Context: an optimization exercise on an open-source flow, tuned for small area, a short achievable clock period and few clock cycles per item. The choices shown serve that exercise and are no tape-out recipe.
Function was checked by simulation only, so behaviour that the tests miss may differ from the original.

===== flow/run.sh =====
#!/bin/bash
# synth_recipe.tcl (not shown) runs the flow's synth.tcl, then flattens the netlist and writes it again
# the make line also repeats each setting of config.mk as NAME=value (left out here)
make -C /OpenROAD-flow-scripts/flow DESIGN_CONFIG=/design/flow/config.mk WORK_HOME=/design/flow/orfs CLKGATE_MAP_FILE= SYNTH_SCRIPT=/design/flow/synth_recipe.tcl finish

===== flow/config.mk =====
export PLATFORM = sky130hd
export DESIGN_NAME = multiplier_unit
export DESIGN_NICKNAME = multiplier_unit
export VERILOG_FILES = /design/flow/design.v
export SDC_FILE = /design/flow/constraint.sdc
export NUM_CORES = 4
export LEC_CHECK = 0
export CAP_MARGIN = 20
export CORE_MARGIN = 2
export CORE_UTILIZATION = 40
export SLEW_MARGIN = 20

===== flow/constraint.sdc =====
create_clock -name core_clock -period 15.0 [get_ports {clk}]
set_input_delay 3.0000 -clock core_clock [delete_from_list [all_inputs] [get_ports {clk}]]
set_output_delay 3.0000 -clock core_clock [all_outputs]
set_load 0.01 [all_outputs]

===== flow/design.v =====
module multiplier_unit #(
    parameter DATA_WIDTH = 32
) (
    input  wire                      clk,
    input  wire                      rst_n,
    input  wire                      req,
    input  wire [2:0]                funct3,
    input  wire                      funct7_bit5,
    output reg                       ready,
    output reg                       valid,
    input  wire [DATA_WIDTH-1:0]     operand_a,
    input  wire [DATA_WIDTH-1:0]     operand_b,
    output reg  [DATA_WIDTH-1:0]     result
);
    localparam OP_MUL    = 3'b000;   
    localparam OP_MULH   = 3'b001;   
    localparam OP_MULHSU = 3'b010;   
    localparam OP_MULHU  = 3'b011;   
    localparam OP_DIV    = 3'b100;   
    localparam OP_DIVU   = 3'b101;   
    localparam OP_REM    = 3'b110;   
    localparam OP_REMU   = 3'b111;   
    typedef enum logic [2:0] {
        IDLE,
        MUL_EXEC,
        DIV_SETUP,
        DIV_EXEC, 
        RESULT_READY
    } state_t;
    state_t current_state, next_state;
    reg [2:0]  operation;
    reg [63:0] product;
    reg [31:0] dividend, divisor, quotient, remainder;
    reg [5:0]  div_counter;
    reg        div_sign;
    wire signed [31:0] signed_a = $signed(operand_a);
    wire signed [31:0] signed_b = $signed(operand_b);
    wire [31:0] abs_a = (signed_a < 0) ? -signed_a : signed_a;
    wire [31:0] abs_b = (signed_b < 0) ? -signed_b : signed_b;
    wire [63:0] fast_product = operand_a * operand_b;
    wire [63:0] fast_signed_product = signed_a * signed_b;
    wire [63:0] fast_mixed_product = signed_a * $signed({1'b0, operand_b});
    wire [32:0] div_trial = {remainder, dividend[31]} - {1'b0, divisor};
    wire div_by_zero = (operand_b == 32'h0);
    always @(posedge clk or negedge rst_n) begin
        if (!rst_n) begin
            current_state <= IDLE;
        end else begin
            current_state <= next_state;
        end
    end
    always @(*) begin
        next_state = current_state;
        case (current_state)
            IDLE: begin
                if (req) begin
                    case (funct3)
                        OP_MUL, OP_MULH, OP_MULHSU, OP_MULHU: 
                            next_state = MUL_EXEC;
                        OP_DIV, OP_DIVU, OP_REM, OP_REMU:
                            next_state = div_by_zero ? RESULT_READY : DIV_SETUP;
                    endcase
                end
            end
            MUL_EXEC: begin
                next_state = RESULT_READY;   
            end
            DIV_SETUP: begin
                next_state = DIV_EXEC;
            end
            DIV_EXEC: begin
                if (div_counter == 6'd31) begin
                    next_state = RESULT_READY;
                end
            end
            RESULT_READY: begin
                next_state = IDLE;
            end
        endcase
    end
    always @(posedge clk or negedge rst_n) begin
        if (!rst_n) begin
            product <= 64'h0;
            operation <= 3'h0;
        end else if (current_state == IDLE && req) begin
            operation <= funct3;
            case (funct3)
                OP_MUL, OP_MULH: 
                    product <= fast_signed_product;
                OP_MULHSU:
                    product <= fast_mixed_product;
                OP_MULHU:
                    product <= fast_product;
            endcase
        end
    end
    always @(posedge clk or negedge rst_n) begin
        if (!rst_n) begin
            dividend <= 32'h0;
            divisor <= 32'h0;
            quotient <= 32'h0;
            remainder <= 32'h0;
            div_counter <= 6'h0;
            div_sign <= 1'b0;
        end else begin
            case (current_state)
                DIV_SETUP: begin
                    case (funct3)
                        OP_DIV: begin
                            dividend <= abs_a;
                            divisor <= abs_b;
                            div_sign <= (signed_a < 0) ^ (signed_b < 0);
                        end
                        OP_REM: begin
                            dividend <= abs_a;
                            divisor <= abs_b;
                            div_sign <= (signed_a < 0);
                        end
                        OP_DIVU, OP_REMU: begin
                            dividend <= operand_a;
                            divisor <= operand_b;
                            div_sign <= 1'b0;
                        end
                    endcase
                    quotient <= 32'h0;
                    remainder <= 32'h0;
                    div_counter <= 6'h0;
                end
                DIV_EXEC: begin
                    dividend <= dividend << 1;
                    if (!div_trial[32]) begin
                        remainder <= div_trial[31:0];
                        quotient <= (quotient << 1) | 1'b1;
                    end else begin
                        remainder <= (remainder << 1) | dividend[31];
                        quotient <= quotient << 1;
                    end
                    div_counter <= div_counter + 1;
                end
            endcase
        end
    end
    always @(*) begin
        ready = (current_state == IDLE);
        valid = (current_state == RESULT_READY);
        case (operation)
            OP_MUL:    result = product[31:0];
            OP_MULH:   result = product[63:32];
            OP_MULHSU: result = product[63:32];
            OP_MULHU:  result = product[63:32];
            OP_DIV: begin
                if (div_by_zero) begin
                    result = 32'hFFFFFFFF;   
                end else begin
                    result = div_sign ? -quotient : quotient;
                end
            end
            OP_DIVU: begin
                if (div_by_zero) begin
                    result = 32'hFFFFFFFF;   
                end else begin
                    result = quotient;
                end
            end
            OP_REM: begin
                if (div_by_zero) begin
                    result = operand_a;   
                end else begin
                    result = div_sign ? -remainder : remainder;
                end
            end
            OP_REMU: begin
                if (div_by_zero) begin
                    result = operand_a;   
                end else begin
                    result = remainder;
                end
            end
            default: result = 32'h0;
        endcase
    end
endmodule

==> metrics.csv <==
stage,metric,value,unit
outcome,status,timing/DRC/antenna clean,
sta,skew,0.0198,ns
sta,relSlewSlack,20.1,%
clock_tree,htreeDepth,1,
routing,dr.pass1.iters,6,
worst_hold_path,hp-class,flop to flop,
sta,finalSetupViolCount,0,
yosys,yosys-top-cells-area,"fa_1 (48%), inv_1 (11%), ha_1 (10%), dfrtp_1 (5.5%), nand2_1 (3.7%)",
sta,fmax,79.8,MHz
yosys,syn-mean-instance-area,9.15,µm²
global_routing,antenna_found_initial,18,
clock_tree,cts_resized,0,
sta,hold_violations,0,
global_routing,grt_pass1_wl,468,mm
finish,drive_gt1_share,2.92,%
critical_path,cp_max_fo,21,
global_routing,grt_start_max_net_pins,103,
critical_path,crit_path_end_kind,flop,
floorplan,die_w,488,µm
finish,multi_input_area,76900,µm²
finish,fill_cells,22900,
yosys,netlist_area,93900,µm²
yosys,async_reset_ff_share,100,%
clock_tree,cts_buffers,26,
routing,ant_nets,0,
routing,wl_per_cell,22.9,µm
clock_tree,cts_tree,built,
critical_path,cpMaxStageDelayCell,a41oi_1,
yosys,synthCells,10300,
placed_design,io_buffers,103,
yosys,yosysSeqAreaShare,5.46,%
routing,drc,0,
yosys,synth_top_area_cell,fa_1,
yosys,synth_fp_nets,13300,
placed_design,gp_congestion,0.953,
critical_path,arrival,13.02,ns
finish,nets,13100,
finish,area_delta_synth_final,5.12,%
finish,seqCellArea,5130,µm²
finish,final_area,98700,µm²
routing,routed_wl,303,mm
sta,tightest_slew,1.20,ns
floorplan,die_h,488,µm
sta,slew_violations,0,
flow_run,cap_violations,0,
yosys,synth_top_area_share,47.5,%
yosys,yosys_warnings,1,
critical_path,worst_path_most_repeated_cell,fa_1,
placed_design,dp.final_hpwl,260,mm
floorplan,initial_utilization,40.3,%
floorplan,die_area,239000,µm²
floorplan,io_pins,105,
global_routing,grt_pass1_vias,76400,
floorplan,rows,177,
clock_tree,cts.clk_slew.worst_paths,0.06,ns
clock_tree,cts_root_buf,clkbuf_16,
floorplan,core,233000,µm²
global_routing,overflow,0,
finish,stdcell_count,13200,
routing,vias_per_cell,5.26,
clock_tree,hold_buffers,0,
yosys,netlist-cell-type-count,105,
clock_tree,cts_sinks,205,
clock_tree,clock_latency,0.57,ns
placed_design,dp.cells,13200,
critical_path,worst_setup_path_start_kind,input pin,
yosys,synth_seq_cells,205,
sta,period_share,83.6,%
critical_path,cp.required,15.48,ns
routing,routed-via-count,69600,
sta,finalSetupTns,0,ns
clock_tree,clock_path_buffers,3,
placed_design,placed_area,97800,µm²
yosys,synth_edf_count,0,
critical_path,slowest_delay,0.84,ns
sta,grt_setup_unrepaired,no,
clock_tree,post-cts-setup-buffers,0,
critical_path,path_class,input pin to flop,
global_routing,grt.total_usage,26.0,%
routing,initialDrtViolationCount,5624,
yosys,synth_ff_type,dfrtp_1,
sta,fin_crit,12.54,ns
==> synth_stat cells, types with 37 or more instances <==
| cell type | instances |
|---|---|
| nor2_1 | 334 |
| o211ai_1 | 39 |
| dfrtp_1 | 205 |
| o21ai_0 | 272 |
| inv_1 | 2715 |
| nand2_1 | 931 |
| fa_1 | 2228 |
| a21oi_1 | 327 |
| clkbuf_1 | 373 |
| xnor2_1 | 247 |
| buf_1 | 50 |
| o31ai_1 | 43 |
| a21o_1 | 118 |
| nor3_1 | 62 |
| o21ai_1 | 72 |
| o21bai_1 | 49 |
| a31oi_1 | 59 |
| and2_1 | 475 |
| a22oi_1 | 37 |
| mux2i_1 | 60 |
| nand3_1 | 92 |
| xor2_1 | 140 |
| nand2b_1 | 50 |
| nand4_1 | 43 |
| ha_1 | 764 |
| a211oi_1 | 48 |
==> critical path, delay by kind of cell <==
family	cells	cell delay (ns)
compound gates	8	3.43
xor+xnor	2	0.50
fa+ha+maj	9	4.22
buf+inv	6	1.15
simple gates	4	0.70
==> cells in the final DEF, fill, tap and decap left out, types with 34 or more instances in the layout <==
| master | instances |
|---|---|
| nand2b_1 | 47 |
| o21a_1 | 34 |
| a22oi_1 | 37 |
| o31ai_1 | 43 |
| buf_2 | 64 |
| xor2_1 | 140 |
| xnor2_1 | 247 |
| o211ai_1 | 39 |
| a21oi_1 | 325 |
| o21bai_1 | 49 |
| a211oi_1 | 48 |
| ha_1 | 764 |
| clkdlybuf4s50_1 | 38 |
| nand4_1 | 43 |
| dfrtp_1 | 205 |
| or3_1 | 36 |
| inv_1 | 2714 |
| and2_1 | 475 |
| buf_4 | 114 |
| mux2i_1 | 60 |
| a21o_1 | 118 |
| nand3_1 | 92 |
| nand2_1 | 931 |
| o21ai_0 | 272 |
| nor3_1 | 61 |
| a31oi_1 | 59 |
| nor2_1 | 331 |
| o21ai_1 | 72 |
| fa_1 | 2228 |
==> state kept, by name, indices dropped and copies added (netlist names) <==
name	flops
product	64
dividend	32
divisor	32
quotient	32
remainder	32
div_counter	6
current_state	3
operation	3
div_sign	1
==> cells by family (layout without fill, tap and decap cells) <==
kind of cell / after synthesis / count (layout) / share of synthesized area [%]
AOI/OAI and AO/OA: 1295 / 1295 / 8.82
xor gates and xnor gates: 388 / 388 / 3.63
adders and majority gates: 2993 / 2993 / 57.7
buffers and inverters: 3154 / 2983 / 12.7
DFF: 205 / 205 / 5.46
muxes: 65 / 65 / 0.700
other: 0 / 9 / 0
and+or+nand+nor: 2165 / 2165 / 11.0
==> stage by stage <==
| stage | hold WS [ns] | utilization [%] | worst slack, ns |
|---|---|---|---|
| 2_1_floorplan | 0.445 | - | 3.83 |
| 5_1_grt | 0.512 | 42.4 | 2.15 |
| 3_3_place_gp | 0.460 | 42.0 | 2.18 |
| 6_report | 0.480 | 42.4 | 2.46 |
| 4_1_cts | 0.484 | 42.3 | 2.73 |
| 3_5_place_dp | 0.471 | 42.0 | 2.18 |
==> final timing paths <==
| check | cells past startpoint | slack [ns] | to | from |
|---|---|---|---|---|
| worst min-delay path | 2 | 0.48 | divisor[28] | divisor[28] |
| worst max-delay path | 29 | 2.46 | product[55] | operand_a[3] |
| max in group asynchronous | 2 | 11.04 | product[21] | rst_n |
| worst min register to register | 2 | 0.48 | divisor[28] | divisor[28] |
| min in group asynchronous | 1 | 2.55 | quotient[31] | rst_n |
| worst max register to register | 15 | 10.43 | remainder[0] | dividend[31] |
==> layout make-up <==
cell class | instances | area share [%]
antenna | 9 | 0.0228
clock buffer | 39 | 0.791
clock inverter | 7 | 0.0685
inverter | 2717 | 10.3
multi-input combinational | 6906 | 78.0
sequential | 205 | 5.20
tap | 3132 | 3.97
timing repair buffer | 220 | 1.65
==> layer usage <==
| metal | vias up | track usage, % | part of all wire (%) |
|---|---|---|---|
| met4 | 6 | 8.24 | 3.8 |
| met5 | - | 0 | 0.013 |
| met3 | 482 | 3.50 | 6.8 |
| met2 | 2396 | 43.1 | 48 |
| met1 | 36100 | 35.2 | 42 |
| li1 | 30600 | - | - |
Testbench counts, summed over its fixed seeds: cycles 38,207, ops 2,400.

separate check: timing with driven ports:
How much do the figures lean on ideal ports? The routed layout below was timed once more, with nothing changed but the port constraints. Step 1, drivers: a clkbuf_16 drives clk and a buf_2 each remaining input, both assumed. Step 2 times the ports against the registers' clock, not the clock port: input delays grow and output delays shrink by t, the midpoint of the rising clock arrivals with the driver on. Three values: no drivers, after step 1, after step 2; two values: the first two.
t (ns): 0.603
setup slack, ns: 2.464 / 2.474 / 1.870
worst setup path at the end: input to register
cell pins on the clock port's net: 1
After both steps setup and hold are still met in this run. For this run, drivers alone change the setup slack by +0.010 ns; drivers and shift together by -0.594 ns.
